Source: an optimization exercise on an open RTL-to-GDS flow (aim: small area). Production flows keep margins and buffers that such runs may drop.
Where RTL was checked, it was by simulation tests only, not by an equivalence proof against the original.
Only the layout flow was run in runs 4 and 5; the RTL was not checked for function there.
Power figures rest on the tool's default switching activity, not on a simulated workload. No driver is modelled on the clock port, so clocking that relies on it looks cheaper here than on a real chip.

## flow/design.v

```verilog
`timescale 1ns / 1ps
`default_nettype none
module mem_iso_top
(
    input wire [4:0]                        axi_s_awid,
    input wire [32:0]                       axi_s_awaddr,
    input wire [7:0]                        axi_s_awlen,
    input wire [2:0]                        axi_s_awsize,
    input wire [1:0]                        axi_s_awburst,
    input wire                              axi_s_awvalid,
    output wire                             axi_s_awready,
    input wire [127:0]                      axi_s_wdata,
    input wire [15:0]                       axi_s_wstrb,
    input wire                              axi_s_wlast,
    input wire                              axi_s_wvalid,
    output wire                             axi_s_wready,
    output wire [4:0]                       axi_s_bid,
    output wire [1:0]                       axi_s_bresp,
    output wire                             axi_s_bvalid,
    input wire                              axi_s_bready,
    input wire [4:0]                        axi_s_arid,
    input wire [32:0]                       axi_s_araddr,
    input wire [7:0]                        axi_s_arlen,
    input wire [2:0]                        axi_s_arsize,
    input wire [1:0]                        axi_s_arburst,
    input wire                              axi_s_arvalid,
    output wire                             axi_s_arready,
    output wire [4:0]                       axi_s_rid,
    output wire [127:0]                     axi_s_rdata,
    output wire [1:0]                       axi_s_rresp,
    output wire                             axi_s_rlast,
    output wire                             axi_s_rvalid,
    input wire                              axi_s_rready,
    output wire [4:0]                       axi_m_awid,
    output wire [32:0]                      axi_m_awaddr,
    output wire [7:0]                       axi_m_awlen,
    output wire [2:0]                       axi_m_awsize,
    output wire [1:0]                       axi_m_awburst,
    output wire                             axi_m_awuser,
    output wire                             axi_m_awvalid,
    input wire                              axi_m_awready,
    output wire [127:0]                     axi_m_wdata,
    output wire [15:0]                      axi_m_wstrb,
    output wire                             axi_m_wlast,
    output wire                             axi_m_wvalid,
    input wire                              axi_m_wready,
    input wire [4:0]                        axi_m_bid,
    input wire [1:0]                        axi_m_bresp,
    input wire                              axi_m_bvalid,
    output wire                             axi_m_bready,
    output wire [4:0]                       axi_m_arid,
    output wire [32:0]                      axi_m_araddr,
    output wire [7:0]                       axi_m_arlen,
    output wire [2:0]                       axi_m_arsize,
    output wire [1:0]                       axi_m_arburst,
    output wire                             axi_m_aruser,
    output wire                             axi_m_arvalid,
    input wire                              axi_m_arready,
    input wire [4:0]                        axi_m_rid,
    input wire [127:0]                      axi_m_rdata,
    input wire [1:0]                        axi_m_rresp,
    input wire                              axi_m_rlast,
    input wire                              axi_m_rvalid,
    output wire                             axi_m_rready,
    input wire  [31:0]                      ctrl_awaddr,
    input wire                              ctrl_awvalid,
    output wire                             ctrl_awready,
    input wire  [31:0]                      ctrl_wdata,
    input wire                              ctrl_wvalid,
    output wire                             ctrl_wready,
    output wire [1:0]                       ctrl_bresp,
    output wire                             ctrl_bvalid,
    input wire                              ctrl_bready,
    input wire  [31:0]                      ctrl_araddr,
    input wire                              ctrl_arvalid,
    output wire                             ctrl_arready,
    output wire [31:0]                      ctrl_rdata,
    output wire [1:0]                       ctrl_rresp,
    output wire                             ctrl_rvalid,
    input wire                              ctrl_rready,
    input wire  aclk,
    input wire  aresetn
);
    wire rst = ~aresetn;
    reg         decouple;
    reg         tclear;
    reg [15:0]  aw_init;
    reg [8:0]   aw_upd;
    reg [15:0]  ar_init;
    reg [8:0]   ar_upd;
    reg [4:0]   wtime;
    reg [4:0]   btime;
    reg [4:0]   rtime;
    reg         werr, berr, rerr;
    wire        irq = wtime[4] | btime[4] | rtime[4] | werr | berr | rerr;
    reg         vaw_valid;
    reg [4:0]   vaw_id;
    reg [32:0]  vaw_addr;
    reg [7:0]   vaw_len;
    reg [2:0]   vaw_size;
    reg [1:0]   vaw_burst;
    reg         vw_valid;
    reg [127:0] vw_data;
    reg [15:0]  vw_strb;
    reg         vw_last;
    reg         var_valid;
    reg [4:0]   var_id;
    reg [32:0]  var_addr;
    reg [7:0]   var_len;
    reg [2:0]   var_size;
    reg [1:0]   var_burst;
    reg         saw_v, saw_f;
    reg [50:0]  saw_d0, saw_d1;
    reg         sw_v, sw_f;
    reg [144:0] sw_d0, sw_d1;
    reg         sb_v, sb_f;
    reg [6:0]   sb_d0, sb_d1;
    reg         sar_v, sar_f;
    reg [50:0]  sar_d0, sar_d1;
    reg         sr_v, sr_f;
    reg [135:0] sr_d0, sr_d1;
    wire        sr_out_last;
    reg [3:0]   outst_trans;
    reg [23:0]  aw_tok;
    reg [23:0]  ar_tok;
    reg [3:0]   fifo_wp, fifo_rp;
    wire        fifo_empty = (fifo_wp == fifo_rp);
    wire        fifo_full = (fifo_wp[2:0] == fifo_rp[2:0]) && (fifo_wp[3] != fifo_rp[3]);
    wire [8:0]  aw_lenp1 = {1'b0, vaw_len} + 9'd1;
    wire [16:0] aw_diff = {1'b0, aw_tok[23:8]} - {4'b0, aw_lenp1, 4'hF};
    wire        aw_throttled = aw_diff[16];
    wire        aw_dec = outst_trans[3] | aw_throttled;
    wire        w_dec = (outst_trans == 4'd0);
    wire [8:0]  ar_lenp1 = {1'b0, var_len} + 9'd1;
    wire [12:0] ar_diff = {1'b0, ar_tok[23:12]} - {4'b0, ar_lenp1};
    wire        ar_throttled = ar_diff[12];
    wire sh_awvalid = vaw_valid & ~aw_dec;
    wire sh_awready = saw_f ? 1'b0 : ~aw_dec;
    wire sh_wvalid  = vw_valid & ~w_dec;
    wire sh_wready  = ~sw_f & ~w_dec;
    wire sh_arvalid = var_valid & ~ar_throttled;
    wire sh_arready = ~sar_f & ~ar_throttled;
    reg         sticky_aw, sticky_ar;
    reg [3:0]   outst_wresp, outst_rresp;
    wire dany = decouple | irq;
    wire vaw_rdy = sh_awready | ~vaw_valid;
    wire v_awready = vaw_rdy & ~fifo_full;
    wire vw_rdy = sh_wready | ~vw_valid;
    wire v_wready = vw_rdy & ~fifo_empty;
    wire var_rdy = sh_arready | ~var_valid;
    wire safe_aw = (dany & ~sticky_aw) | outst_wresp[3];
    wire d_awvalid = ~safe_aw & (axi_s_awvalid | sticky_aw);
    assign axi_s_awready = ~safe_aw & v_awready;
    wire aw_push = d_awvalid & v_awready;
    wire safe_w = dany & fifo_empty;
    wire d_wvalid = ~safe_w & (irq | axi_s_wvalid);
    assign axi_s_wready = ~safe_w & v_wready;
    wire [15:0] d_wstrb = irq ? 16'd0 : axi_s_wstrb;
    wire no_wresp = (outst_wresp == 4'd0);
    wire safe_b = dany & no_wresp;
    assign axi_s_bvalid = ~safe_b & sb_v;
    wire d_bready = ~safe_b & (irq | axi_s_bready);
    wire b_fire = sb_v & d_bready;
    wire safe_ar = (dany & ~sticky_ar) | outst_rresp[3];
    wire d_arvalid = ~safe_ar & (axi_s_arvalid | sticky_ar);
    assign axi_s_arready = ~safe_ar & var_rdy;
    wire no_rresp = (outst_rresp == 4'd0);
    wire safe_r = dany & no_rresp;
    assign axi_s_rvalid = ~safe_r & sr_v;
    wire d_rready = ~safe_r & (irq | axi_s_rready);
    wire r_fire = sr_v & d_rready;
    always @(posedge aclk) begin
        if (rst) sticky_aw <= 1'b0;
        else if (axi_s_awvalid & ~v_awready & ~dany) sticky_aw <= 1'b1;
        else if (v_awready) sticky_aw <= 1'b0;
    end
    always @(posedge aclk) begin
        if (rst) sticky_ar <= 1'b0;
        else if (axi_s_arvalid & ~var_rdy & ~dany) sticky_ar <= 1'b1;
        else if (var_rdy) sticky_ar <= 1'b0;
    end
    wire b_acc = axi_s_bvalid & d_bready;
    always @(posedge aclk) begin
        if (rst) outst_wresp <= 4'd0;
        else if (aw_push & ~b_acc) outst_wresp <= outst_wresp + 4'd1;
        else if (~aw_push & b_acc) outst_wresp <= outst_wresp - 4'd1;
    end
    wire ar_acc = d_arvalid & var_rdy;
    wire rl_acc = axi_s_rvalid & d_rready & sr_out_last;
    always @(posedge aclk) begin
        if (rst) outst_rresp <= 4'd0;
        else if (ar_acc & ~rl_acc) outst_rresp <= outst_rresp + 4'd1;
        else if (~ar_acc & rl_acc) outst_rresp <= outst_rresp - 4'd1;
    end
    wire decouple_done = fifo_empty & no_wresp & no_rresp & ~sticky_aw & ~sticky_ar & decouple;
    wire [4:0] decouple_status = {safe_r, dany & ~sticky_ar, safe_b & safe_aw, safe_w & safe_aw, dany & ~sticky_aw};
    wire [2:0] aw_esize = (axi_s_awsize > 3'd4) ? 3'd4 : axi_s_awsize;
    wire aw_len_ok = (axi_s_awlen == 8'd15) || (axi_s_awlen == 8'd7) || (axi_s_awlen == 8'd3) || (axi_s_awlen == 8'd1);
    wire [1:0] aw_eburst = (axi_s_awburst == 2'b10 && !aw_len_ok) ? 2'b01 : axi_s_awburst;
    wire [3:0] aw_amask = 4'hF << aw_esize;
    wire [32:0] aw_eaddr = (aw_eburst == 2'b10) ? {axi_s_awaddr[32:4], axi_s_awaddr[3:0] & aw_amask} : axi_s_awaddr;
    always @(posedge aclk) begin
        if (vaw_rdy) begin
            vaw_id <= axi_s_awid;
            vaw_addr <= aw_eaddr;
            vaw_len <= axi_s_awlen;
            vaw_size <= aw_esize;
            vaw_burst <= aw_eburst;
        end
    end
    always @(posedge aclk) begin
        if (rst) vaw_valid <= 1'b0;
        else if (aw_push) vaw_valid <= 1'b1;
        else if (sh_awready) vaw_valid <= 1'b0;
    end
    reg [7:0] fifo_mem [0:7];
    wire [7:0] fifo_head = fifo_mem[fifo_rp[2:0]];
    always @(posedge aclk) begin
        if (aw_push) fifo_mem[fifo_wp[2:0]] <= axi_s_awlen;
    end
    reg [7:0] wcnt;
    wire w_acc = d_wvalid & v_wready;
    wire w_islast = (wcnt == fifo_head);
    wire fifo_pop = w_acc & w_islast;
    always @(posedge aclk) begin
        if (rst) begin
            fifo_wp <= 4'd0;
            fifo_rp <= 4'd0;
        end else begin
            if (aw_push) fifo_wp <= fifo_wp + 4'd1;
            if (fifo_pop) fifo_rp <= fifo_rp + 4'd1;
        end
    end
    always @(posedge aclk) begin
        if (rst) wcnt <= 8'd0;
        else if (w_acc) wcnt <= w_islast ? 8'd0 : wcnt + 8'd1;
    end
    always @(posedge aclk) begin
        if (vw_rdy) begin
            vw_data <= axi_s_wdata;
            vw_strb <= d_wstrb;
            vw_last <= w_islast;
        end
    end
    always @(posedge aclk) begin
        if (rst) vw_valid <= 1'b0;
        else if (w_acc) vw_valid <= 1'b1;
        else if (sh_wready) vw_valid <= 1'b0;
    end
    wire [2:0] ar_esize = (axi_s_arsize > 3'd4) ? 3'd4 : axi_s_arsize;
    wire ar_len_ok = (axi_s_arlen == 8'd15) || (axi_s_arlen == 8'd7) || (axi_s_arlen == 8'd3) || (axi_s_arlen == 8'd1);
    wire [1:0] ar_eburst = (axi_s_arburst == 2'b10 && !ar_len_ok) ? 2'b01 : axi_s_arburst;
    wire [3:0] ar_amask = 4'hF << ar_esize;
    wire [32:0] ar_eaddr = (ar_eburst == 2'b10) ? {axi_s_araddr[32:4], axi_s_araddr[3:0] & ar_amask} : axi_s_araddr;
    always @(posedge aclk) begin
        if (var_rdy) begin
            var_id <= axi_s_arid;
            var_addr <= ar_eaddr;
            var_len <= axi_s_arlen;
            var_size <= ar_esize;
            var_burst <= ar_eburst;
        end
    end
    always @(posedge aclk) begin
        if (rst) var_valid <= 1'b0;
        else if (d_arvalid & var_rdy) var_valid <= 1'b1;
        else if (sh_arready) var_valid <= 1'b0;
    end
    always @(posedge aclk) begin
        if (rst | w_acc | tclear) wtime <= 5'd1;
        else if (v_wready & ~d_wvalid) wtime <= wtime + 5'd1;
    end
    always @(posedge aclk) begin
        if (rst | b_fire | tclear) btime <= 5'd1;
        else if (sb_v & ~d_bready) btime <= btime + 5'd1;
    end
    always @(posedge aclk) begin
        if (rst | r_fire | tclear) rtime <= 5'd1;
        else if (sr_v & ~d_rready) rtime <= rtime + 5'd1;
    end
    always @(posedge aclk) begin
        if (rst | tclear) begin
            werr <= 1'b0;
            berr <= 1'b0;
            rerr <= 1'b0;
        end else begin
            if (wtime[4]) werr <= 1'b1;
            if (btime[4]) berr <= 1'b1;
            if (rtime[4]) rerr <= 1'b1;
        end
    end
    wire aw_acc = vaw_valid & ~saw_f & ~aw_dec;
    wire wl_acc = vw_valid & ~sw_f & vw_last & ~w_dec;
    always @(posedge aclk) begin
        if (rst) outst_trans <= 4'd0;
        else if (aw_acc & ~wl_acc) outst_trans <= outst_trans + 4'd1;
        else if (~aw_acc & wl_acc) outst_trans <= outst_trans - 4'd1;
    end
    reg [3:0] w_add_back, b_add_back, r_add_back;
    always @(posedge aclk) begin
        if (rst | vw_valid) w_add_back <= 4'd15;
        else if (~sw_f & ~w_dec & (w_add_back != 4'd0)) w_add_back <= w_add_back - 4'd1;
    end
    always @(posedge aclk) begin
        if (rst | d_bready) b_add_back <= 4'd15;
        else if (sb_v & (b_add_back != 4'd0)) b_add_back <= b_add_back - 4'd1;
    end
    always @(posedge aclk) begin
        if (rst | d_rready) r_add_back <= 4'd15;
        else if (sr_v & (r_add_back != 4'd0)) r_add_back <= r_add_back - 4'd1;
    end
    wire w_fire = vw_valid & ~sw_f & ~w_dec;
    reg [12:0] aw_sum;
    reg [12:0] ar_sum;
    always @(posedge aclk) begin
        if (rst) begin
            aw_sum <= 13'd0;
            ar_sum <= 13'd0;
        end else begin
            aw_sum <= {({1'b0, w_fire ? w_add_back : 4'd0} + {1'b0, b_fire ? b_add_back : 4'd0} + {4'd0, aw_upd[8]}), aw_upd[7:0]};
            ar_sum <= {({1'b0, r_fire ? r_add_back : 4'd0} + {4'd0, ar_upd[8]}), ar_upd[7:0]};
        end
    end
    wire [23:0] aw_base = aw_acc ? {aw_diff[15:0], aw_tok[7:0]} : aw_tok;
    wire [24:0] aw_next = {1'b0, aw_base} + {12'd0, aw_sum};
    wire aw_gt_init = {aw_tok[23:8], |aw_tok[7:0]} > {aw_init, 1'b0};
    always @(posedge aclk) begin
        if (rst) aw_tok <= 24'd0;
        else if (~saw_f & aw_gt_init & ~vaw_valid & w_dec) aw_tok <= {aw_init, 8'd0};
        else if (aw_next[24]) aw_tok <= 24'hFFFFFF;
        else aw_tok <= aw_next[23:0];
    end
    wire ar_acc_s = var_valid & ~sar_f & ~ar_throttled;
    wire [23:0] ar_base = ar_acc_s ? {ar_diff[11:0], ar_tok[11:0]} : ar_tok;
    wire [24:0] ar_next = {1'b0, ar_base} + {12'd0, ar_sum};
    wire ar_gt_init = {ar_tok[23:8], |ar_tok[7:0]} > {ar_init, 1'b0};
    always @(posedge aclk) begin
        if (rst) ar_tok <= 24'd0;
        else if (~sar_f & ar_gt_init & ~var_valid) ar_tok <= {ar_init, 8'd0};
        else if (ar_next[24]) ar_tok <= 24'hFFFFFF;
        else ar_tok <= ar_next[23:0];
    end
    always @(posedge aclk) begin
        if (rst) begin
            saw_v <= 1'b0;
            saw_f <= 1'b0;
        end else begin
            saw_v <= (sh_awvalid & ~saw_f) | saw_f | (saw_v & ~axi_m_awready);
            saw_f <= ~axi_m_awready & (saw_f | (saw_v & sh_awvalid));
        end
    end
    always @(posedge aclk) begin
        if (sh_awvalid & ~saw_f) saw_d0 <= {vaw_id, vaw_addr, vaw_len, vaw_size, vaw_burst};
        if (~saw_f) saw_d1 <= saw_d0;
    end
    assign {axi_m_awid, axi_m_awaddr, axi_m_awlen, axi_m_awsize, axi_m_awburst} = saw_f ? saw_d1 : saw_d0;
    assign axi_m_awvalid = saw_v;
    assign axi_m_awuser = (axi_m_awburst == 2'b01) && ({4'd0, axi_m_awlen} > ((~axi_m_awaddr[11:0]) >> axi_m_awsize));
    always @(posedge aclk) begin
        if (rst) begin
            sw_v <= 1'b0;
            sw_f <= 1'b0;
        end else begin
            sw_v <= (sh_wvalid & ~sw_f) | sw_f | (sw_v & ~axi_m_wready);
            sw_f <= ~axi_m_wready & (sw_f | (sw_v & sh_wvalid));
        end
    end
    always @(posedge aclk) begin
        if (sh_wvalid & ~sw_f) sw_d0 <= {vw_data, vw_strb, vw_last};
        if (~sw_f) sw_d1 <= sw_d0;
    end
    assign {axi_m_wdata, axi_m_wstrb, axi_m_wlast} = sw_f ? sw_d1 : sw_d0;
    assign axi_m_wvalid = sw_v;
    always @(posedge aclk) begin
        if (rst) begin
            sb_v <= 1'b0;
            sb_f <= 1'b0;
        end else begin
            sb_v <= (axi_m_bvalid & ~sb_f) | sb_f | (sb_v & ~d_bready);
            sb_f <= ~d_bready & (sb_f | (sb_v & axi_m_bvalid));
        end
    end
    always @(posedge aclk) begin
        if (axi_m_bvalid & ~sb_f) sb_d0 <= {axi_m_bid, axi_m_bresp};
        if (~sb_f) sb_d1 <= sb_d0;
    end
    assign axi_m_bready = ~sb_f;
    assign {axi_s_bid, axi_s_bresp} = sb_f ? sb_d1 : sb_d0;
    always @(posedge aclk) begin
        if (rst) begin
            sar_v <= 1'b0;
            sar_f <= 1'b0;
        end else begin
            sar_v <= (sh_arvalid & ~sar_f) | sar_f | (sar_v & ~axi_m_arready);
            sar_f <= ~axi_m_arready & (sar_f | (sar_v & sh_arvalid));
        end
    end
    always @(posedge aclk) begin
        if (sh_arvalid & ~sar_f) sar_d0 <= {var_id, var_addr, var_len, var_size, var_burst};
        if (~sar_f) sar_d1 <= sar_d0;
    end
    assign {axi_m_arid, axi_m_araddr, axi_m_arlen, axi_m_arsize, axi_m_arburst} = sar_f ? sar_d1 : sar_d0;
    assign axi_m_arvalid = sar_v;
    assign axi_m_aruser = (axi_m_arburst == 2'b01) && ({4'd0, axi_m_arlen} > ((~axi_m_araddr[11:0]) >> axi_m_arsize));
    always @(posedge aclk) begin
        if (rst) begin
            sr_v <= 1'b0;
            sr_f <= 1'b0;
        end else begin
            sr_v <= (axi_m_rvalid & ~sr_f) | sr_f | (sr_v & ~d_rready);
            sr_f <= ~d_rready & (sr_f | (sr_v & axi_m_rvalid));
        end
    end
    always @(posedge aclk) begin
        if (axi_m_rvalid & ~sr_f) sr_d0 <= {axi_m_rid, axi_m_rdata, axi_m_rresp, axi_m_rlast};
        if (~sr_f) sr_d1 <= sr_d0;
    end
    assign axi_m_rready = ~sr_f;
    assign {axi_s_rid, axi_s_rdata, axi_s_rresp, sr_out_last} = sr_f ? sr_d1 : sr_d0;
    assign axi_s_rlast = sr_out_last;
    reg         c_wrdy;      
    reg [2:0]   c_widx;      
    reg         c_bvalid;
    reg         c_arrdy;
    reg [2:0]   c_ridx;      
    reg         c_rvalid;
    reg [15:0]  c_rdata;
    wire c_wstart = ~c_wrdy & ctrl_awvalid & ctrl_wvalid;
    wire c_wren = c_wrdy & ctrl_awvalid & ctrl_wvalid;
    wire c_rstart = ~c_arrdy & ctrl_arvalid;
    wire c_rden = c_arrdy & ctrl_arvalid & ~c_rvalid;
    always @(posedge aclk) begin
        if (rst) c_wrdy <= 1'b0;
        else c_wrdy <= c_wstart;
    end
    always @(posedge aclk) begin
        if (c_wstart) c_widx <= (ctrl_awaddr[11:5] == 7'd0) ? ctrl_awaddr[4:2] : 3'd7;
    end
    always @(posedge aclk) begin
        if (rst) c_bvalid <= 1'b0;
        else if (c_wren & ~c_bvalid) c_bvalid <= 1'b1;
        else if (ctrl_bready) c_bvalid <= 1'b0;
    end
    always @(posedge aclk) begin
        if (rst) c_arrdy <= 1'b0;
        else c_arrdy <= c_rstart;
    end
    always @(posedge aclk) begin
        if (c_rstart) c_ridx <= (ctrl_araddr[11:5] == 7'd0) ? ctrl_araddr[4:2] : 3'd7;
    end
    always @(posedge aclk) begin
        if (rst) c_rvalid <= 1'b0;
        else if (c_rden) c_rvalid <= 1'b1;
        else if (ctrl_rready) c_rvalid <= 1'b0;
    end
    reg [15:0] c_rsel;
    always @(*) begin
        case (c_ridx)
            3'd0: c_rsel = {9'd0, decouple_status, decouple_done, decouple};
            3'd1: c_rsel = {11'd0, rerr, berr, werr, irq, tclear};
            3'd2: c_rsel = aw_init;
            3'd3: c_rsel = {7'd0, aw_upd};
            3'd4: c_rsel = ar_init;
            3'd5: c_rsel = {7'd0, ar_upd};
            default: c_rsel = 16'd0;
        endcase
    end
    always @(posedge aclk) begin
        if (c_rden) c_rdata <= c_rsel;
    end
    always @(posedge aclk) begin
        tclear <= ~rst & c_wren & (c_widx == 3'd1) & ctrl_wdata[0];
    end
    always @(posedge aclk) begin
        if (rst) begin
            decouple <= 1'b0;
            aw_init <= 16'd0;
            aw_upd <= 9'd0;
            ar_init <= 16'd0;
            ar_upd <= 9'd0;
        end else if (c_wren) begin
            if (c_widx == 3'd0) decouple <= ctrl_wdata[0];
            if (c_widx == 3'd2) aw_init <= ctrl_wdata[15:0];
            if (c_widx == 3'd3) aw_upd <= ctrl_wdata[8:0];
            if (c_widx == 3'd4) ar_init <= ctrl_wdata[15:0];
            if (c_widx == 3'd5) ar_upd <= ctrl_wdata[8:0];
        end
    end
    assign ctrl_awready = c_wrdy;
    assign ctrl_wready = c_wrdy;
    assign ctrl_bresp = 2'b00;
    assign ctrl_bvalid = c_bvalid;
    assign ctrl_arready = c_arrdy;
    assign ctrl_rdata = {16'd0, c_rdata};
    assign ctrl_rresp = 2'b00;
    assign ctrl_rvalid = c_rvalid;
endmodule
`default_nettype wire
```

## flow/flow/run.sh

```bash
#!/bin/bash
set -euo pipefail
export BUFFER_PORTS_ARGS="-buffer_cell sky130_fd_sc_hd__buf_1"
export CTS_ARGS="-sink_clustering_enable -repair_clock_nets -dont_use_dummy_load"
bash standard.sh > standard.log 2>&1
```

## flow/standard.sh

```bash
#!/bin/bash
# synth_recipe.tcl (not shown) runs the flow's synth.tcl, then flattens the netlist and writes it again
# the make line also repeats each setting of config.mk as NAME=value (left out here)
make -C /OpenROAD-flow-scripts/flow DESIGN_CONFIG=/design/flow/config.mk WORK_HOME=/design/flow/orfs CLKGATE_MAP_FILE= SYNTH_SCRIPT=/design/flow/synth_recipe.tcl "${@:-finish}"
```

## flow/config.mk

```make
export PLATFORM = sky130hd
export DESIGN_NAME = mem_iso_top
export DESIGN_NICKNAME = mem_iso_top
export VERILOG_FILES = /design/flow/design.v
export SDC_FILE = /design/flow/constraint.sdc
export NUM_CORES = 4
export LEC_CHECK = 0
export CAP_MARGIN = 20
export CORE_MARGIN = 2
export CORE_UTILIZATION = 40
export SLEW_MARGIN = 20
```

## flow/constraint.sdc

```tcl
create_clock -name core_clock -period 5.5 [get_ports {aclk}]
set_input_delay 1.1000 -clock core_clock [delete_from_list [all_inputs] [get_ports {aclk}]]
set_output_delay 1.1000 -clock core_clock [all_outputs]
set_load 0.01 [all_outputs]
```

==> results.toml, run 1 <==
[critical_path]
path_buf_inv = 2
r2r_cells = 22
timing.rr.start = "vaw_len[0]"
max_stage_delay_ps = 450
path_common_cell = "nand3_1"
start_kind = "register"
crit_arrival_ps = 4020
cp_top_family = "simple AND/OR/NAND/NOR gates"
crit_fanout = 10
required_ps = 4400
crit_path_top_delay_cell = "edfxtp_1"
endpoint_kind = "output pin"
worstPathCellList = "ha_1 -> nand3_1 -> nor2_1 -> nand3_1 -> ha_2 -> and3_1 -> nand4_1 -> o211ai_1 -> o31ai_4 -> and2_1 -> nor4_1 -> buf_4 -> buf_1"
worst_r2r_endpoint = "aw_tok[21]"
worstSetupPathType = "reg2out"
reg2reg_setup_slack_ps = 640

[hold_path]
min_path_type = "reg2reg"
whs_endpoint = "sw_d0[110]"
hp-start = "vw_data[93]"
hold_path_depth = 0

[floorplanning]
die_width_um = 355
num_rows = 128
die_h_um = 355
core_um2 = 122000
ios = 946
initial_core_util_pct = 40.4
die_area_um2 = 126000

[grt]
grt_pass1_wl_um = 174000
track_usage_pct = 18.1
grt_pass1_vias = 29438
overflow = 0
grt_max_degree = 150
antenna_found_initial = 35

[placement]
place.gp.congestion = 0.841
dpl.hpwl_um = 84900
io_buffers = 864
pre_cts_ws_ps = 596
dp_cells = 5806

[sta]
tightest_slew_ps = 1090
final.min_clock_period_ps = 5120
fin_crit_sh_pct = 93.2
setup_viol_count_final = 0
fin_ws_ps = 375
max_freq_ghz = 0.195
max_slew_margin_pct = 26.8
fin_worst_skew_ps = 58.4
hold_viol_final = 0
rsz0062_at_grt = "no"
final_max_slew_viol_count = 0

[clock_tree]
cts.sinks = 1319
cts_tree = "done"
ctsHtreeMaxLevel = 4
clk_latency_ps = 750
clock-root-buffer = "clkbuf_16"
path_clk_slew_ps = 60
hold_buffers = 0
cts_buffers = 140
clockBufferDepth = 3

[routing]
vias = 29458
ant_nets = 0
drt_iter0_drc = 1761
routedWlPerCell_um = 19.6
vias_per_cell = 4.94
drc = 0
first_pass_iters = 7
wirelength_um = 117000

[pwr]
power_density_nw_per_um2 = 441
leakage_nw = 20.7
peakVddDrop_mv = 0.354

[synthesis]
syn-cell-area_um2 = 49300
synth_commonest_cells = "723 x edfxtp_1, 596 x dfxtp_1, 383 x mux2_2"
ys_ff_latch = 1319
synth-async-reset-ratio_pct = 0
synth_enable_flop_cells = 723
ys_seq_area_share_pct = 68.3
yosys_warnings = 1
ys.flop_type = "edfxtp_1"
synth_area_leaders = "edfxtp_1 44%, dfxtp_1 24%, mux2_2 8.8%"
syn_inst = 3399
syn_area_per_cell_um2 = 14.5
yosysUniqueCellTypes = 94
synth_largest_area_cell = "edfxtp_1"
synth.most_common_cell = "edfxtp_1"
synth_top_area_share_pct = 44.1

[layout]
utilization_pct = 47.5
n_fill_cell = 10992
layout.nets = 4952
areaGrowthSynthToFinish_pct = 17.7
layout-drive-gt1-share_pct = 15.2
fin_cells = 5966

[job]
maxCapViolCount = 0

[outcome]
status = "complete, no violations"
## cells by family after synthesis
logic type	after synthesis	synth area share (%)
AOI/OAI and AO/OA	445	6.22
xor gates and xnor gates	112	1.99
adders and majority gates	125	3.30
buffers and inverters	244	2.12
DFF	1319	68.3
muxes	473	11.0
other	1	0.00761
and+or+nand+nor	680	7.04
## per-layer routing
layer	vias to the layer above	GRT usage, %	routed length, um
li1	14182	-	-
met1	14186	21.9	47500
met2	841	30.0	56400
met3	217	6.45	9780
met4	32	6.42	3190
met5	-	0	213
## worst max path at each step
stage,start,slack [ps],end,cells past startpoint
final,vaw_len[0],380,axi_s_awready,13
after global routing,saw_f,4,axi_m_awuser,17
after CTS,sar_f,160,axi_m_aruser,13
after detailed placement,vaw_len[0],600,aw_tok[21],23
after global placement,vaw_len[0],610,aw_tok[21],20
after floorplan,sw_f,-440,outst_trans[3],12
## state kept, by name, summed over array words and instances, names as in the netlist, 24 cells and up, named ones only
register	count
ar_tok	24
aw_tok	24
fifo_mem	64
sar_d0	51
sar_d1	51
saw_d0	51
saw_d1	51
sr_d0	136
sr_d1	136
sw_d0	145
sw_d1	145
var_addr	33
vaw_addr	33
vw_data	128
## final cells by class
class | instances | area (um2) | area share (%)
tap | 1625 | 2030 | 3.51
multi-input combinational | 1855 | 14800 | 25.5
inverter | 107 | 402 | 0.693
antenna | 19 | 47.5 | 0.0820
sequential | 1319 | 33700 | 58.0
timing repair buffer | 901 | 3580 | 6.17
clock buffer | 140 | 3500 | 6.04
## per-stage QoR
stage	TNS, ps	instance area, um2	power (mW)	hold slack (ps)
after floorplan	-1210	49400	16.3	400
after global placement	0	54400	17.8	400
after detailed placement	0	54400	17.9	405
after CTS	0	57900	25.9	388
after global routing	0	58000	26.9	397
final	0	58000	25.6	385
## what timing repair did
| item | 4_1_cts | 5_1_grt |
|---|---|---|
| resized for setup | 1 | 6 |
| setup buffers | 0 | 1 |
| setup endpoints to repair | 1 | 3 |
| pin swaps | 0 | 1 |
## placed cells by master, fill, tap and decap left out, types with 32 or more instances in the layout
master / count
buf_1: 863
and2_1: 68
mux2_2: 383
xor2_1: 50
nor2_1: 151
nor2b_1: 51
ha_1: 114
edfxtp_1: 723
nand2_1: 180
nand3_1: 38
clkbuf_16: 140
o21ai_0: 96
buf_4: 32
a21boi_0: 39
inv_1: 100
mux2i_1: 72
dfxtp_1: 592
xnor2_1: 62
a21oi_1: 89
## where the power goes
part,switching (mW),total (mW),internal [mW]
logic,3.15,5.01,1.86
registers,0.541,12.7,12.2
clock network,3.39,7.84,4.45
total,7.08,25.6,18.5
==> inputs of run 2 (changes only) <==
==> flow/flow/run.sh (replaced) <==
#!/bin/bash
set -euo pipefail
export BUFFER_PORTS_ARGS="-buffer_cell sky130_fd_sc_hd__buf_1"
export CTS_ARGS="-sink_clustering_enable -repair_clock_nets -dont_use_dummy_load -buf_list sky130_fd_sc_hd__clkbuf_16 -sink_clustering_size 30"
bash standard.sh > standard.log 2>&1
--- a/flow/config.mk
+++ b/flow/config.mk
@@ -7,5 +7,5 @@
 export LEC_CHECK = 0
 export CAP_MARGIN = 20
 export CORE_MARGIN = 2
-export CORE_UTILIZATION = 40
+export CORE_UTILIZATION = 60
 export SLEW_MARGIN = 20
==> run 2 against run 1 <==
Largest power group unchanged. Clock skew increased by 19 ps. Count of clock-buffer cells in the layout decreased by 8. Area after synthesis unchanged. Combinational power about the same. Synthesized cell count unchanged. Fmax decreased by 3.6%. Largest cell class unchanged. First-iteration DRC count increased by 4.9%. Die area decreased by 33%. Utilization increased by 22 points.
==> results.toml, run 2 <==
[critical_path]
worstPathCellList = "mux2i_1 -> clkinv_1 -> a211oi_1 -> a21oi_1 -> ha_1 -> nor2b_1 -> o21a_1 -> o21ai_0 -> nand2b_1 -> a21oi_1 -> nor2_1 -> a211oi_1 -> nor3_1 -> buf_1"
max_stage_delay_ps = 620
r2r_cells = 21
crit_path_top_delay_cell = "mux2i_1"
startpoint = "sar_f"
start_kind = "register"
worstSetupPathType = "reg2out"
crit_fanout = 11
endpoint_kind = "output pin"
timing.rr.start = "vaw_len[0]"
crit_arrival_ps = 4210
required_ps = 4400
reg2reg_setup_slack_ps = 450
worst_r2r_endpoint = "aw_tok[9]"

[synthesis]
synth.most_common_cell = "edfxtp_1"
synth_area_leaders = "edfxtp_1 44%, dfxtp_1 24%, mux2_2 8.8%"
syn_area_per_cell_um2 = 14.5
yosysUniqueCellTypes = 94
ys.flop_type = "edfxtp_1"
synth_enable_flop_cells = 723
ys_seq_area_share_pct = 68.3
synth_top_area_share_pct = 44.1
synth_commonest_cells = "723 x edfxtp_1, 596 x dfxtp_1, 383 x mux2_2"
ys_ff_latch = 1319
synth_largest_area_cell = "edfxtp_1"
syn-cell-area_um2 = 49300
syn_inst = 3399
yosys_warnings = 1
synth-async-reset-ratio_pct = 0

[layout]
n_fill_cell = 5933
final_common_cell = "buf_1"
layout-drive-gt1-share_pct = 14.9
areaGrowthSynthToFinish_pct = 15.8
layout.nets = 4941
final_cell_mix = "863 x buf_1, 723 x edfxtp_1, 591 x dfxtp_1"
reg_top3 = "sw_d0 (145), sw_d1 (145)"
finalInstanceArea_um2 = 57000

[floorplanning]
ios = 946
num_rows = 105
core_um2 = 81700
die_area_um2 = 84400
initial_core_util_pct = 60.3
die_h_um = 291
die_width_um = 291

[grt]
grt_pass1_wl_um = 173000
overflow = 0
antenna_found_initial = 23
grt_pass1_vias = 29153
grt_max_degree = 147
track_usage_pct = 26.7

[clock_tree]
clock-root-buffer = "clkbuf_16"
path_clk_slew_ps = 60
cts.sinks = 1319
clockBufferDepth = 3
hold_buffers = 0
clk_latency_ps = 720
cts_tree = "done"
ctsHtreeMaxLevel = 4
cts_buffers = 132

[pwr]
leakage_nw = 20.6
p_total_mw = 25.2
clkPwrFrac_pct = 29.7
power_density_nw_per_um2 = 442
seq_power_share_pct = 50.5
p_switching_mw = 6.99
internal_power_mw = 18.2
swShare_pct = 27.7
p_comb_share_pct = 19.9
peakVddDrop_mv = 0.347

[routing]
drc = 0
drt_iter0_drc = 1848
vias_per_cell = 5.48
vias = 29596
routedWlPerCell_um = 21.2
first_pass_iters = 5
ant_nets = 0
wirelength_um = 114000

[outcome]
status = "complete, no violations"

[placement]
pre_cts_ws_ps = 513
dpl.hpwl_um = 83500
place.gp.congestion = 0.871
place_area_um2 = 53700
io_buffers = 864

[sta]
final_max_slew_viol_count = 0
hold_viol_final = 0
max_freq_ghz = 0.188
max_slew_margin_pct = 23.4
setup_viol_count_final = 0
rsz0062_at_grt = "no"
tightest_slew_ps = 1140
final.min_clock_period_ps = 5310
fin_crit_sh_pct = 96.6
fin_worst_skew_ps = 77.5
fin_ws_ps = 186

[hold_path]
hp-start = "var_addr[23]"
whs_endpoint = "sar_d0[36]"
min_path_type = "reg2reg"
hold_path_depth = 0

[job]
maxCapViolCount = 0
run 2: cell counts after synthesis:
Identical to the previous run, type by type.
run 2: metrics by stage:
stage          util (%)  hold WS, ps  TNS, ps  instances
2_1_floorplan         -          400    -1210       3418
3_3_place_gp       65.7          400        0       5249
3_5_place_dp       65.7          405        0       5249
4_1_cts            69.7          379        0       5381
5_1_grt            69.8          392        0       5394
6_report           69.8          376        0       5402
run 2: cell families after synthesis:
logic type	synth area share [%]
flip-flops	68.3
other	0.00761
buffers and inverters	2.12
multiplexers	11.0
XOR/XNOR	1.99
AO/OA/AOI/OAI	6.22
adder cells (fa/ha/maj)	3.30
AND/OR/NAND/NOR	7.04
run 2: worst max path at each step:
stage                     slack, ps              to  depth (start not counted)
final                           190    axi_m_aruser                         14
after global placement          570       aw_tok[9]                         21
after CTS                       100   axi_s_awready                         13
after detailed placement        510      aw_tok[17]                         21
after global routing              6      aw_tok[16]                         21
after floorplan                -440  outst_trans[3]                         12
run 2: what timing repair did:
action,CTS,global route
endpoints found under the hold margin,0,0
buffers inserted,0,0
resized for setup,0,1
setup endpoints to repair,0,1
run 2: cell type report:
| class | count | area [um2] | area share [%] |
|---|---|---|---|
| diodes | 21 | 52.6 | 0.0921 |
| clock buffers | 132 | 3300 | 5.79 |
| inverters | 107 | 402 | 0.704 |
| multi-input cells | 1855 | 14800 | 25.9 |
| flip-flops and latches | 1319 | 33700 | 59.0 |
| well taps | 1070 | 1340 | 2.35 |
| repair buffers | 898 | 3540 | 6.20 |
run 2: power groups by stage:
stage	registers, mW	clock network (mW)	logic [mW]
after global routing	12.9	7.99	5.54
after detailed placement	12.9	0	5.00
after floorplan	12.7	0	3.57
after global placement	12.8	0	4.94
final	12.7	7.48	5.01
after CTS	12.7	7.63	5.03
run 2: critical path: cells and delay by family (launching register included):
family | cells | cell delay, ps
AO/OA/AOI/OAI | 6 | 1100
flip-flops | 1 | 530
adder cells (fa/ha/maj) | 1 | 290
multiplexers | 1 | 620
buffers and inverters | 2 | 570
AND/OR/NAND/NOR | 4 | 380
run 2: metal layers:
layer | track usage [%] | vias up | share of wire [%]
met1 | 33.7 | 14369 | 41
li1 | - | 14147 | -
met5 | 0 | - | 0.024
met3 | 6.44 | 201 | 6.7
met2 | 45.6 | 875 | 50
met4 | 8.92 | 4 | 2.8
==> inputs of run 3 (changes only) <==
==> flow/flow/run.sh (replaced) <==
#!/bin/bash
set -euo pipefail
export BUFFER_PORTS_ARGS="-buffer_cell sky130_fd_sc_hd__buf_1"
export CTS_ARGS="-sink_clustering_enable -repair_clock_nets -dont_use_dummy_load -buf_list sky130_fd_sc_hd__clkbuf_16 -sink_clustering_size 30 -sink_clustering_max_diameter 150"
bash standard.sh > standard.log 2>&1
==> run 3 against run 2 <==
Total power decreased by 13%. Register-to-register slack improved by 20 ps. Sequential cell count unchanged. Still clean on timing, DRC and antenna. Fmax increased by 0.60%.
==> results.toml, run 3 <==
[synthesis]
synth-async-reset-ratio_pct = 0
synthAdderAreaFrac_pct = 3.30
synth_commonest_cells = "723 x edfxtp_1, 596 x dfxtp_1, 383 x mux2_2"
ys_seq_area_share_pct = 68.3
syn-cell-area_um2 = 49300
synth_xor_area_share_pct = 1.99
synth-simple-area-share_pct = 7.04
yosys_warnings = 1
synth_enable_flop_cells = 723
synth_top_family_by_area = "multiplexers"
synth_top_area_share_pct = 44.1
synth.most_common_cell = "edfxtp_1"
synth_largest_area_cell = "edfxtp_1"
synth_area_leaders = "edfxtp_1 44%, dfxtp_1 24%, mux2_2 8.8%"
ys_ff_latch = 1319
syn_inst = 3399
syn_area_per_cell_um2 = 14.5
yosysUniqueCellTypes = 94
synth-compound-area-share_pct = 6.22
ys.flop_type = "edfxtp_1"
synth.area.mux_share_pct = 11.0

[critical_path]
required_ps = 4400
crit_arrival_ps = 4180
endpoint_kind = "output pin"
crit_fanout = 10
start_kind = "register"
r2r_cells = 21
worstSetupPathType = "reg2out"

[routing]
routedWlPerCell_um = 21.0
drt_iter0_drc = 1779
vias_per_cell = 5.43
ant_nets = 0
wirelength_um = 112000
vias = 28911
drc = 0
first_pass_iters = 5

[pwr]
seq_power_share_pct = 57.6
p_total_mw = 22.0
clkPwrFrac_pct = 19.8
power_density_nw_per_um2 = 401
swShare_pct = 29.2
peakVddDrop_mv = 0.300
p_switching_mw = 6.44
leakage_nw = 19.6
internal_power_mw = 15.6
p_comb_share_pct = 22.7

[layout]
areaGrowthSynthToFinish_pct = 11.6
finalInstanceArea_um2 = 55000
final_cell_mix = "863 x buf_1, 723 x edfxtp_1, 591 x dfxtp_1"
layout-drive-gt1-share_pct = 13.2
layout.nets = 4858
final_common_cell = "buf_1"
fin_cells = 5324
utilization_pct = 67.3
reg_top3 = "sw_d0 (145), sw_d1 (145)"

[floorplanning]
core_um2 = 81700
die_h_um = 291
ios = 946
initial_core_util_pct = 60.3
die_area_um2 = 84400
num_rows = 105
die_width_um = 291

[clock_tree]
clock-root-buffer = "clkbuf_16"
cts_buffers = 49
path_clk_slew_ps = 110
hold_buffers = 0
clockBufferDepth = 3
clk_latency_ps = 660
cts.sinks = 1319
cts_tree = "done"
ctsHtreeMaxLevel = 2

[placement]
place.gp.congestion = 0.871
dpl.hpwl_um = 83500
io_buffers = 864
pre_cts_ws_ps = 513
dp_cells = 5249
place_area_um2 = 53700

[sta]
tightest_slew_ps = 1070
max_slew_margin_pct = 28.6
fin_crit_sh_pct = 96.0
final.min_clock_period_ps = 5280
setup_viol_count_final = 0
max_freq_ghz = 0.189
final_max_slew_viol_count = 0
rsz0062_at_grt = "no"
hold_viol_final = 0
fin_worst_skew_ps = 54.8
fin_ws_ps = 218

[grt]
grt_max_degree = 147
grt_pass1_wl_um = 168000
grt_pass1_vias = 28179
overflow = 0
track_usage_pct = 25.9
antenna_found_initial = 31

[hold_path]
hold_path_depth = 0
min_path_type = "reg2reg"

[job]
maxCapViolCount = 0

[outcome]
status = "complete, no violations"
[run 3: routing by layer]
| layer | part of all wire (%) | vias to the layer above | wire length, um | track usage [%] |
|---|---|---|---|---|
| li1 | - | 13963 | - | - |
| met1 | 40 | 13965 | 45000 | 32.7 |
| met2 | 49 | 800 | 54800 | 43.2 |
| met3 | 7.2 | 173 | 8070 | 6.59 |
| met4 | 3.3 | 10 | 3740 | 9.63 |
| met5 | 0.066 | - | 74 | 0 |
[run 3: cells by family (layout without fill, tap and decap cells)]
| kind of cell | count (synthesis) | after routing |
|---|---|---|
| flops | 1319 | 1319 |
| simple gates | 680 | 680 |
| mux | 473 | 473 |
| compound gates | 445 | 445 |
| buf+inv | 244 | 1054 |
| fa+ha+maj | 125 | 125 |
| xor+xnor | 112 | 112 |
| other cells | 1 | 46 |
[run 3: power groups by stage]
stage	Sequential [mW]	Combinational, mW	Clock (mW)
floorplan	12.7	3.57	0
detailed placement	12.9	5.00	0
finish	12.7	5.00	4.36
CTS	12.7	5.02	4.48
global route	12.8	5.54	4.77
global placement	12.8	4.94	0
[run 3: critical path, cell delays in order (launching register included)]
cell and delay (ps):
edfxtp_1 480, ha_1 220, nand3_1 110, nor2_1 180
nand3_1 140, ha_1 480, and3_1 230, nand4_1 140
o211ai_1 310, o31ai_1 120, buf_4 190, and2_1 200
nor4_2 530, buf_1 210
[run 3: cell type report]
cell class / count / area, um2
flip-flops and latches: 1319 / 33700
fillers: 6187 / 26700
multi-input cells: 1855 / 14800
repair buffers: 898 / 3540
well taps: 1070 / 1340
clock buffers: 49 / 1230
inverters: 107 / 402
diodes: 26 / 65.1
[run 3: path summary, 6_finish.rpt]
check	endpoint	from	slack, ps
max	axi_s_awready	vaw_len[0]	220
max reg2reg	aw_tok[12]	vaw_len[0]	470
min	sw_d0[16]	vw_strb[15]	400
min reg2reg	sw_d0[16]	vw_strb[15]	400
[run 3: metrics by stage]
step           hold slack (ps)  setup TNS (ps)
2_1_floorplan              400           -1210
3_3_place_gp               400               0
3_5_place_dp               405               0
4_1_cts                    401               0
5_1_grt                    406               0
6_report                   403               0
[run 3: what timing repair did]
item                                    in CTS  in global routing
buffers inserted                             0                  0
gates resized for setup                      0                  1
endpoints found under the setup margin       0                  1
hold endpoints to repair                     0                  0
==> inputs of run 4 (changes only) <==
--- a/flow/design.v
+++ b/flow/design.v
@@ -355,7 +355,19 @@
     end
     assign {axi_m_awid, axi_m_awaddr, axi_m_awlen, axi_m_awsize, axi_m_awburst} = saw_f ? saw_d1 : saw_d0;
     assign axi_m_awvalid = saw_v;
-    assign axi_m_awuser = (axi_m_awburst == 2'b01) && ({4'd0, axi_m_awlen} > ((~axi_m_awaddr[11:0]) >> axi_m_awsize));
+    reg [7:0] awx_win;
+    reg       awx_hi;
+    always @(*) begin
+        case (axi_m_awsize)
+            3'd0: begin awx_win = axi_m_awaddr[7:0];  awx_hi = &axi_m_awaddr[11:8]; end
+            3'd1: begin awx_win = axi_m_awaddr[8:1];  awx_hi = &axi_m_awaddr[11:9]; end
+            3'd2: begin awx_win = axi_m_awaddr[9:2];  awx_hi = &axi_m_awaddr[11:10]; end
+            3'd3: begin awx_win = axi_m_awaddr[10:3]; awx_hi = axi_m_awaddr[11]; end
+            default: begin awx_win = axi_m_awaddr[11:4]; awx_hi = 1'b1; end
+        endcase
+    end
+    wire [8:0] awx_sum = {1'b0, axi_m_awlen} + {1'b0, awx_win};
+    assign axi_m_awuser = (axi_m_awburst == 2'b01) && awx_hi && awx_sum[8];
     always @(posedge aclk) begin
         if (rst) begin
             sw_v <= 1'b0;
@@ -401,7 +413,19 @@
     end
     assign {axi_m_arid, axi_m_araddr, axi_m_arlen, axi_m_arsize, axi_m_arburst} = sar_f ? sar_d1 : sar_d0;
     assign axi_m_arvalid = sar_v;
-    assign axi_m_aruser = (axi_m_arburst == 2'b01) && ({4'd0, axi_m_arlen} > ((~axi_m_araddr[11:0]) >> axi_m_arsize));
+    reg [7:0] arx_win;
+    reg       arx_hi;
+    always @(*) begin
+        case (axi_m_arsize)
+            3'd0: begin arx_win = axi_m_araddr[7:0];  arx_hi = &axi_m_araddr[11:8]; end
+            3'd1: begin arx_win = axi_m_araddr[8:1];  arx_hi = &axi_m_araddr[11:9]; end
+            3'd2: begin arx_win = axi_m_araddr[9:2];  arx_hi = &axi_m_araddr[11:10]; end
+            3'd3: begin arx_win = axi_m_araddr[10:3]; arx_hi = axi_m_araddr[11]; end
+            default: begin arx_win = axi_m_araddr[11:4]; arx_hi = 1'b1; end
+        endcase
+    end
+    wire [8:0] arx_sum = {1'b0, axi_m_arlen} + {1'b0, arx_win};
+    assign axi_m_aruser = (axi_m_arburst == 2'b01) && arx_hi && arx_sum[8];
     always @(posedge aclk) begin
         if (rst) begin
             sr_v <= 1'b0;
==> flow/flow/run.sh (replaced) <==
#!/bin/bash
set -euo pipefail
export BUFFER_PORTS_ARGS="-buffer_cell sky130_fd_sc_hd__buf_1"
export CTS_ARGS="-sink_clustering_enable -repair_clock_nets -dont_use_dummy_load -buf_list sky130_fd_sc_hd__clkbuf_16 -sink_clustering_size 30 -sink_clustering_max_diameter 150"
export ADDER_MAP_FILE=
bash standard.sh > standard.log 2>&1
==> run 4 against run 3 <==
Hold slack better by 11 ps. Sequential share of layout area up 0.83 points. Die area is 1.4% lower. Combinational power down 25%. Non-clock buffer count increased by 16. Register-to-register slack improved by 100 ps. Total power down 7.7%. Via count rose by 0.89%. Utilization rose by 0.30 points. Still clean on timing, DRC and antenna. Final area down 1.3%. Worst setup slack improved by 33 ps.
==> results.toml, run 4 <==
[pwr]
seq_power_share_pct = 60.4
p_switching_mw = 5.61
peakVddDrop_mv = 0.303
internal_power_mw = 14.7
p_comb_share_pct = 18.3
clkPwrFrac_pct = 21.3
power_density_nw_per_um2 = 375
leakage_nw = 18.5
swShare_pct = 27.6

[synthesis]
synth.most_common_cell = "edfxtp_1"
yosysUniqueCellTypes = 91
syn-cell-area_um2 = 48600
synth_commonest_cells = "723 x edfxtp_1, 596 x dfxtp_1, 385 x mux2_2"
syn_inst = 3447
syn_area_per_cell_um2 = 14.1
synth_enable_flop_cells = 723
ys_ff_latch = 1319
ys.flop_type = "edfxtp_1"
synth-async-reset-ratio_pct = 0
synth_largest_area_cell = "edfxtp_1"
synth_top_area_share_pct = 44.7
ys_seq_area_share_pct = 69.3
synth_area_leaders = "edfxtp_1 45%, dfxtp_1 25%, mux2_2 8.9%"
yosys_warnings = 1

[routing]
ant_nets = 0
vias = 29168
first_pass_iters = 5
wirelength_um = 110000
vias_per_cell = 5.47
drc = 0
routedWlPerCell_um = 20.6
drt_iter0_drc = 1722

[critical_path]
worstPathCellList = "mux2i_1 -> buf_6 -> mux2i_1 -> mux2i_1 -> mux2i_1 -> maj3_1 -> maj3_1 -> maj3_1 -> maj3_1 -> o21ai_0 -> maj3_1 -> maj3_1 -> nor4bb_2 -> clkbuf_2"
max_stage_delay_ps = 430
required_ps = 4400
endpoint_kind = "output pin"
worstSetupPathType = "reg2out"
crit_path_top_delay_cell = "dfxtp_4"
path_common_cell = "maj3_1"
crit_fanout = 15
start_kind = "register"
crit_arrival_ps = 4150

[sta]
setup_viol_count_final = 0
hold_viol_final = 0
max_freq_ghz = 0.190
final_max_slew_viol_count = 0
fin_crit_sh_pct = 95.4
fin_worst_skew_ps = 48.7
tns_ps = 0
max_slew_margin_pct = 27.7
final.min_clock_period_ps = 5250
tightest_slew_ps = 1080

[placement]
dpl.hpwl_um = 80700
dp_cells = 5271
io_buffers = 864
place.gp.congestion = 0.869
place_area_um2 = 52900

[floorplanning]
initial_core_util_pct = 60.5
core_um2 = 80300
die_area_um2 = 83200
die_width_um = 288
num_rows = 104
die_h_um = 288
ios = 946

[hold_path]
min_path_type = "reg2reg"

[grt]
grt_pass1_wl_um = 162000
overflow = 0
grt_max_degree = 126
grt_pass1_vias = 27949
antenna_found_initial = 16
track_usage_pct = 25.2

[clock_tree]
hold_buffers = 0
cts.sinks = 1319
clockBufferDepth = 3
cts_buffers = 49
cts_tree = "done"
clock-root-buffer = "clkbuf_16"
clk_latency_ps = 630
path_clk_slew_ps = 100
ctsHtreeMaxLevel = 2

[layout]
layout.nets = 4769
final_cell_mix = "862 x buf_1, 723 x edfxtp_1, 591 x dfxtp_1"
areaGrowthSynthToFinish_pct = 11.7
layout-drive-gt1-share_pct = 13.3
utilization_pct = 67.6
fin_cells = 5337
reg_top3 = "sw_d0 (145), sw_d1 (145)"
finalInstanceArea_um2 = 54300
final_common_cell = "buf_1"

[outcome]
status = "complete, no violations"

[job]
maxCapViolCount = 0
run 4: cell types whose count changed after synthesis, sizes merged, moves of 18 or more:
cell | before | now
ha | 117 | 0
nor2 | 157 | 225
xnor2 | 62 | 125
maj3 | 0 | 40
nand2 | 181 | 219
a21boi | 41 | 6
a21oi | 102 | 133
nor2b | 54 | 23
inv | 106 | 76
a21o | 31 | 6
clkbuf | 95 | 119
and2 | 69 | 47
nor3 | 34 | 52
run 4: repair_timing:
action,in CTS,in global routing
resized for setup,1,7
endpoints found under the setup margin,1,2
cloned,0,0
setup buffers,0,4
run 4: area by class of cell:
| cell class | count | area, um2 |
|---|---|---|
| Antenna cell | 13 | 32.5 |
| Clock buffer | 49 | 1230 |
| Fill cell | 6053 | 26000 |
| Inverter | 77 | 290 |
| Multi-Input combinational cell | 1905 | 14000 |
| Sequential cell | 1319 | 33700 |
| Tap cell | 1060 | 1330 |
| Timing Repair Buffer | 914 | 3690 |
run 4: worst paths after layout:
| kind | startpoint | endpoint | slack [ps] | cells after the start |
|---|---|---|---|---|
| setup / recovery | sar_f | axi_m_aruser | 250 | 14 |
| hold / removal | vw_data[96] | sw_d0[113] | 410 | 0 |
| setup reg to reg | vaw_len[2] | aw_tok[17] | 570 | 13 |
| hold reg to reg | vw_data[96] | sw_d0[113] | 410 | 0 |
run 4: critical path: cells and delay by family, from the launching register on:
family          cells  cell delay [ps]
fa+ha+maj           6             1790
mux                 4              590
flops               1              430
buf+inv             2              380
compound gates      1              190
simple gates        1              190
run 4: logic make-up (layout without fill, tap and decap cells):
kind of cell | count (synthesis) | count (layout) | synth area share, %
flip-flops | 1319 | 1319 | 69.3
buffers and inverters | 242 | 1040 | 2.11
multiplexers | 470 | 470 | 11.1
other | 1 | 33 | 0.00772
XOR/XNOR | 181 | 181 | 3.27
AND/OR/NAND/NOR | 745 | 745 | 7.31
adder cells (fa/ha/maj) | 40 | 40 | 0.830
AO/OA/AOI/OAI | 449 | 449 | 6.07
run 4: per-stage QoR:
stage	worst slack (ps)	total power [mW]	hold slack (ps)
final	251	20.3	413
after global routing	-17.4	21.3	429
after CTS	4.96	20.5	415
after detailed placement	555	16.2	405
after global placement	595	16.1	401
after floorplan	309	15.0	400
run 4: power groups by stage:
stage	logic [mW]	clock network, mW	registers, mW
2_1_floorplan	2.75	0	12.2
3_3_place_gp	3.69	0	12.4
3_5_place_dp	3.73	0	12.5
4_1_cts	3.75	4.45	12.3
5_1_grt	4.12	4.74	12.4
6_report	3.73	4.34	12.3
run 4: per-layer routing:
metal  GRT usage, %  up-vias  wire length [um]
met3           5.44      162              7680
met4           9.00       10              3690
met2           43.9      778             55400
met5              0        -                68
li1               -    14058                 -
met1           31.1    14160             42900
==> inputs of run 5 (changes only) <==
==> flow/flow/run.sh (replaced) <==
#!/bin/bash
set -euo pipefail
export BUFFER_PORTS_ARGS="-buffer_cell sky130_fd_sc_hd__buf_1"
export CTS_ARGS="-sink_clustering_enable -repair_clock_nets -dont_use_dummy_load -buf_list sky130_fd_sc_hd__clkbuf_16 -sink_clustering_size 25 -sink_clustering_max_diameter 120"
bash standard.sh > standard.log 2>&1
==> run 5 against run 4 <==
Clock power rose by 8.3%. Final area up 1.2%. Non-clock buffer count fell by 17. Via count is 1.2% lower. Utilization is 0.46 points higher. Sequential cell count is the same. Sequential share of layout area down 0.72 points. Die area up 0.85%. Routed wire length grew 2.9%. Clock skew fell by 8.7 ps. Fmax grew 3.6%. Critical path type is now reg2reg. Largest cell class unchanged. Largest power group unchanged.
==> results.toml, run 5 <==
[sta]
max_freq_ghz = 0.197
rsz0062_at_grt = "no"
max_slew_margin_pct = 24.1
tightest_slew_ps = 1140
fin_worst_skew_ps = 40.0
hold_viol_final = 0
fin_ws_ps = 435
final.min_clock_period_ps = 5070
fin_crit_sh_pct = 92.1
final_max_slew_viol_count = 0
setup_viol_count_final = 0
whs_ps = 414

[pwr]
seq_power_share_pct = 57.2
leakage_nw = 19.5
clkPwrFrac_pct = 21.0
power_density_nw_per_um2 = 407
p_switching_mw = 6.42
p_comb_share_pct = 21.8
swShare_pct = 28.7
internal_power_mw = 15.9
peakVddDrop_mv = 0.348

[floorplanning]
num_rows = 104
initial_core_util_pct = 60.7
die_width_um = 290
die_h_um = 290
die_area_um2 = 83900
ios = 946
core_um2 = 80700

[synthesis]
syn_inst = 3383
yosysUniqueCellTypes = 92
synth_commonest_cells = "723 x edfxtp_1, 596 x dfxtp_1, 386 x mux2_2"
synth_largest_area_cell = "edfxtp_1"
yosys_warnings = 1
ys_ff_latch = 1319
syn_area_per_cell_um2 = 14.5
synth-async-reset-ratio_pct = 0
syn-cell-area_um2 = 49000
ys.flop_type = "edfxtp_1"
synth_area_leaders = "edfxtp_1 44%, dfxtp_1 24%, mux2_2 8.9%"
synth_enable_flop_cells = 723
ys_seq_area_share_pct = 68.7
synth.most_common_cell = "edfxtp_1"
synth_top_area_share_pct = 44.3

[placement]
pre_cts_ws_ps = 488
dpl.hpwl_um = 84300
io_buffers = 864
place.gp.congestion = 0.863
dp_cells = 5219

[layout]
layout-drive-gt1-share_pct = 13.3
final_cell_mix = "863 x buf_1, 723 x edfxtp_1, 589 x dfxtp_1"
layout.nets = 4845
areaGrowthSynthToFinish_pct = 12.1
n_fill_cell = 6040
fin_cells = 5294
reg_top3 = "sw_d0 (145), sw_d1 (145)"
final_common_cell = "buf_1"
utilization_pct = 68.0
multi_input_area_um2 = 14400
register_area_um2 = 33700

[hold_path]
min_path_type = "reg2reg"
hp-start = "vw_data[86]"
hold_path_depth = 0
whs_endpoint = "sw_d0[103]"

[routing]
first_pass_iters = 5
drc = 0
routedWlPerCell_um = 21.3
ant_nets = 0
vias = 28813
drt_iter0_drc = 1865
vias_per_cell = 5.44
wirelength_um = 113000

[clock_tree]
cts_repair_resize_count = 0
clockBufferDepth = 3
path_clk_slew_ps = 100
cts_setup_buffers = 0
clock-root-buffer = "clkbuf_16"
clk_latency_ps = 670
cts_buffers = 58
hold_buffers = 0
cts.sinks = 1319
cts_tree = "done"
ctsHtreeMaxLevel = 2

[critical_path]
start_kind = "register"
reg2reg_setup_slack_ps = 430
crit_arrival_ps = 5660
path_buf_inv = 2
max_stage_delay_ps = 460
required_ps = 6100
worstSetupPathType = "reg2reg"
crit_fanout = 21
r2r_cells = 21
endpoint_kind = "register"
worstPathCellList = "ha_1 -> nand3_1 -> nor2_1 -> nand3_1 -> ha_1 -> inv_1 -> nor2_1 -> or4_4 -> o21ai_2 -> nor2_1 -> xor2_1 -> ha_1 -> a21oi_1 -> o21bai_1 -> a21o_1 -> a21bo_2 -> a211oi_1 -> nand4b_1 -> buf_4 -> mux2i_1 -> a21o_1"
worst_r2r_endpoint = "aw_tok[16]"
crit_path_top_delay_cell = "edfxtp_1"
timing.rr.start = "vaw_len[0]"
cp_top_family = "compound AO/OA/AOI/OAI gates"

[grt]
track_usage_pct = 26.0
grt_max_degree = 147
overflow = 0
grt_pass1_vias = 27973
grt_pass1_wl_um = 166000
antenna_found_initial = 21

[outcome]
status = "complete, no violations"

[job]
maxCapViolCount = 0
[run 5: changes by cell type in the layout (fill, tap and decap cells not counted), moves of 34 or more]
cell,delta
a21boi_0,+34
a21oi_1,-41
ha_1,+113
maj3_1,-38
nor2_1,-70
xnor2_1,-73
[run 5: logic make-up after synthesis]
family / after synthesis / synth area share (%)
compound gates: 432 / 6.00
buf+inv: 254 / 2.17
mux: 466 / 10.9
fa+ha+maj: 123 / 3.27
xor+xnor: 107 / 1.91
simple gates: 681 / 7.02
flops: 1319 / 68.7
other cells: 1 / 0.00766
[run 5: through the flow]
step | power, mW | cell area (um2) | setup TNS (ps)
final | 22.3 | 54900 | 0
after floorplan | 16.3 | 49100 | -1270
after CTS | 22.5 | 54800 | 0
after global routing | 23.4 | 54900 | 0
after detailed placement | 17.9 | 53400 | 0
after global placement | 17.8 | 53400 | 0
[run 5: per-layer routing]
metal / share of wire [%] / vias to the layer above / track usage (%)
met2: 49 / 757 / 44.5
li1: - / 13929 / -
met3: 7.4 / 133 / 6.05
met1: 41 / 13986 / 33.5
met5: 0.042 / - / 0
met4: 2.2 / 8 / 6.17
[run 5: how the worst max path moves through the flow]
stage	from	end	slack (ps)	cells after the start
final	vaw_len[0]	aw_tok[16]	430	21
after global routing	vaw_len[0]	aw_tok[19]	10	20
after CTS	saw_f	axi_m_awuser	360	12
after detailed placement	vaw_len[0]	aw_tok[16]	490	21
after global placement	vaw_len[0]	aw_tok[16]	580	21
after floorplan	sw_f	outst_trans[3]	-460	12
[run 5: power groups by stage]
stage | registers, mW | clock network (mW) | logic (mW)
2_1_floorplan | 12.8 | 0 | 3.45
3_3_place_gp | 12.9 | 0 | 4.81
3_5_place_dp | 13.0 | 0 | 4.88
4_1_cts | 12.8 | 4.82 | 4.90
5_1_grt | 12.9 | 5.10 | 5.42
6_report | 12.8 | 4.70 | 4.86
[run 5: cell type report]
type	count	share of cell area (%)
Antenna cell	17	0.0775
Clock buffer	58	2.64
Inverter	114	0.780
Multi-Input combinational cell	1829	26.2
Sequential cell	1319	61.3
Tap cell	1060	2.42
Timing Repair Buffer	897	6.53

## static timing again, ports no longer ideal
No port has a modelled driver above. Below, the same layouts with a new extraction and two added sets of constraints.
Step 1, drivers: a clkbuf_16 drives aclk and a buf_2 each remaining input, both assumed.
Step 2 adds t to the input delays and takes it off the output delays; t is the mean of the earliest and latest rising clock arrival at the registers after step 1. Input paths then give back, and output paths get back, about the clock's delay inside the block.
Slacks: ideal / step 1 / step 2; pairs: ideal / step 1.
run	shift t [ns]	slack for setup (ns)	worst hold slack (ns)
run 1	0.794	0.375 / 0.299 / 0.638	0.385 / 0.385 / 0.385
run 2	0.758	0.186 / 0.113 / 0.450	0.376 / 0.376 / 0.376
run 3	0.696	0.218 / 0.151 / 0.466	0.403 / 0.403 / 0.403
run 4	0.678	0.251 / 0.182 / 0.567	0.413 / 0.413 / 0.413
run 5	0.719	0.435 / 0.371 / 0.435	0.414 / 0.414 / 0.414
After both steps setup and hold are still met in every run listed.
